Background: an optimization exercise with open tools, aiming at small area. Do not read the settings as production practice.
In this exercise RTL edits were held to simulation tests only and were not proved equivalent to the original.
Power is estimated from default activity; no workload was simulated.

## JK
Design BRANCH_PREDICTOR, start of the top module:
module BRANCH_PREDICTOR
    #(parameter DELAY = 7)
    (input clk,
    input reset,
    input stall,
    input [31:0] if_pc,
    input [31:0] if_instr,
    input [31:0] id_pc,
    input [31:0] alt_address,
    input is_link,
    input is_branch,
    input is_taken,
    output reg take,
    output reg flush,
    output [31:0] alt_pc);
For scale: roughly 11000 cells after synthesis, about 4200 flip-flops, roughly 170 I/O pins, about 0.17 sq mm of cells after synthesis.
Settings: LEC_CHECK=0, CAP_MARGIN=30, CORE_MARGIN=2, CORE_UTILIZATION=50, CTS_BUF_LIST=sky130_fd_sc_hd__clkbuf_8, PLACE_DENSITY=0.6, SLEW_MARGIN=45; clock period 12.0 ns.
run.sh (not shown) runs the stock make flow with config.mk's settings and CLKGATE_MAP_FILE= SYNTH_SCRIPT=/design/flow/synth_recipe.tcl, a recipe that flattens the netlist after the stock synthesis.
The final layout from JK, which completed every stage, passed the timing, DRC and antenna checks at the end of the flow.
Relative to JK, the following input files were edited for MS:
- swapping 30 for 20 in CAP_MARGIN
- putting CTS_CLUSTER_DIAMETER at 50 where nothing was set
- swapping 45 for 20 in SLEW_MARGIN
- putting CTS_CLUSTER_SIZE at 20 where nothing was set
Findings:
JK → MS: largest fanout of any net on the critical path roughly the same; timing-limited maximum frequency lower.
In MS, the multi-input gate area in the final layout came out about 1% below the value in JK.
Summary of MS over JK: total stage count of the critical path has decreased, fraction of power consumed by the clock network shows a reduction of 1.5 points, net switching fraction of the power now larger, portion of total power attributed to sequential cells has increased.
Final routed wire length divided by cell count: MS > JK
In the flow results for MS and JK, the shortest clock period the worst path allows after layout is larger on MS.
JK leaves more setup margin than MS.
Here is what was changed in the inputs of AL compared with MS.
- clearing CTS_BUF_LIST, which used to be sky130_fd_sc_hd__clkbuf_8
- clearing CTS_CLUSTER_DIAMETER, which used to be 50
- clearing CTS_CLUSTER_SIZE, which used to be 20
==> flow/flow/run.sh (new file) <==
#!/bin/bash
# The standard layout (standard.sh, unchanged synthesis and steps), with one
# change in clock tree synthesis: no dummy loads, and larger sink clusters.
# make's full output goes to standard.log in this folder; ORFS keeps each
# step's own log under orfs/logs.
set -euo pipefail
export CTS_ARGS="-sink_clustering_enable -repair_clock_nets -dont_use_dummy_load -buf_list sky130_fd_sc_hd__clkbuf_16 -sink_clustering_size 28 -sink_clustering_max_diameter 60"
bash standard.sh > standard.log 2>&1
==> flow/standard.sh (new file) <==
#!/bin/bash
# synth_recipe.tcl (not shown) runs the flow's synth.tcl, then flattens the netlist and writes it again
# the make line also repeats each setting of config.mk as NAME=value (left out here)
make -C /OpenROAD-flow-scripts/flow DESIGN_CONFIG=/design/flow/config.mk WORK_HOME=/design/flow/orfs CLKGATE_MAP_FILE= SYNTH_SCRIPT=/design/flow/synth_recipe.tcl "${@:-finish}"
removed: flow/run.sh
Results
AL vs. MS: combinational group share of total power higher, count of cell instances traversed by the critical path higher, global-route usage lower. Comparing post-route worst hold slack for AL and MS, the bigger number came from MS. AL vs MS: via density per instance up. Re layout-stage area growth over the synthesis result: AL is 1.7 points down on MS. Looking at worst-case setup margin in the final layout across both flows, AL is the weaker of the two, with MS ahead.
#### Input delta (TR over AL)
- CTS_CLUSTER_SIZE newly set to 24
- CTS_CLUSTER_DIAMETER newly set to 60
==> flow/run.sh (new file) <==
#!/bin/bash
# synth_recipe.tcl (not shown) runs the flow's synth.tcl, then flattens the netlist and writes it again
# the make line also repeats each setting of config.mk as NAME=value (left out here)
make -C /OpenROAD-flow-scripts/flow DESIGN_CONFIG=/design/flow/config.mk WORK_HOME=/design/flow/orfs CLKGATE_MAP_FILE= SYNTH_SCRIPT=/design/flow/synth_recipe.tcl finish
removed: flow/flow/run.sh
removed: flow/standard.sh
Results
In the flow results for TR and AL, the antenna diode instance count is smaller on AL.
TR: full flow OK, the timing, DRC and antenna checks passed
The non-clock buffer share of cell area on AL is in line with that on TR.
Status: total wirelength of the detailed-routed design parity (AL, TR)
TR packs its core tighter than AL.
Core footprint: TR vs AL identical
Number of max-cap violations: TR vs AL identical
Compared with AL, TR shows a static leakage power that is about 2.3% higher.
AL has a higher sequential share of layout area than TR.
Changes observed in TR relative to AL: final cell count moved up, global-route usage level.

separate check: timing with driven ports:
In the flow no input, the clock included, has a driving cell. The finished layouts below were timed again as built, in two steps.
Step 1 (the two cells are an assumption about what drives the block):
set clk [get_ports {clk}]
set_driving_cell -lib_cell sky130_fd_sc_hd__clkbuf_16 $clk
set_driving_cell -lib_cell sky130_fd_sc_hd__buf_2 [delete_from_list [all_inputs] $clk]
Step 2 times the ports against the registers' clock, not the clock port: input delays grow and output delays shrink by t, the midpoint of the rising clock arrivals with the driver on.
Three values: no drivers, after step 1, after step 2; two values: the first two.
run	t, ns	setup slack, ns	worst setup path at the end	clock arrival spread, ns	worst slew at a driven data input, ns
JK	1.334	3.197 / 3.273 / 1.938	input to register	0.095 / 0.095	0.23
MS	1.263	3.092 / 3.173 / 1.910	input to register	0.089 / 0.088	0.22
AL	1.018	2.865 / 2.947 / 1.929	input to register	0.134 / 0.134	0.25
TR	1.051	2.848 / 2.926 / 1.875	input to register	0.083 / 0.083	0.24
After both steps setup and hold are still met in every run listed. The setup slack of JK, which loses most, moves by +0.076 ns with the drivers and by -1.259 ns with both steps.
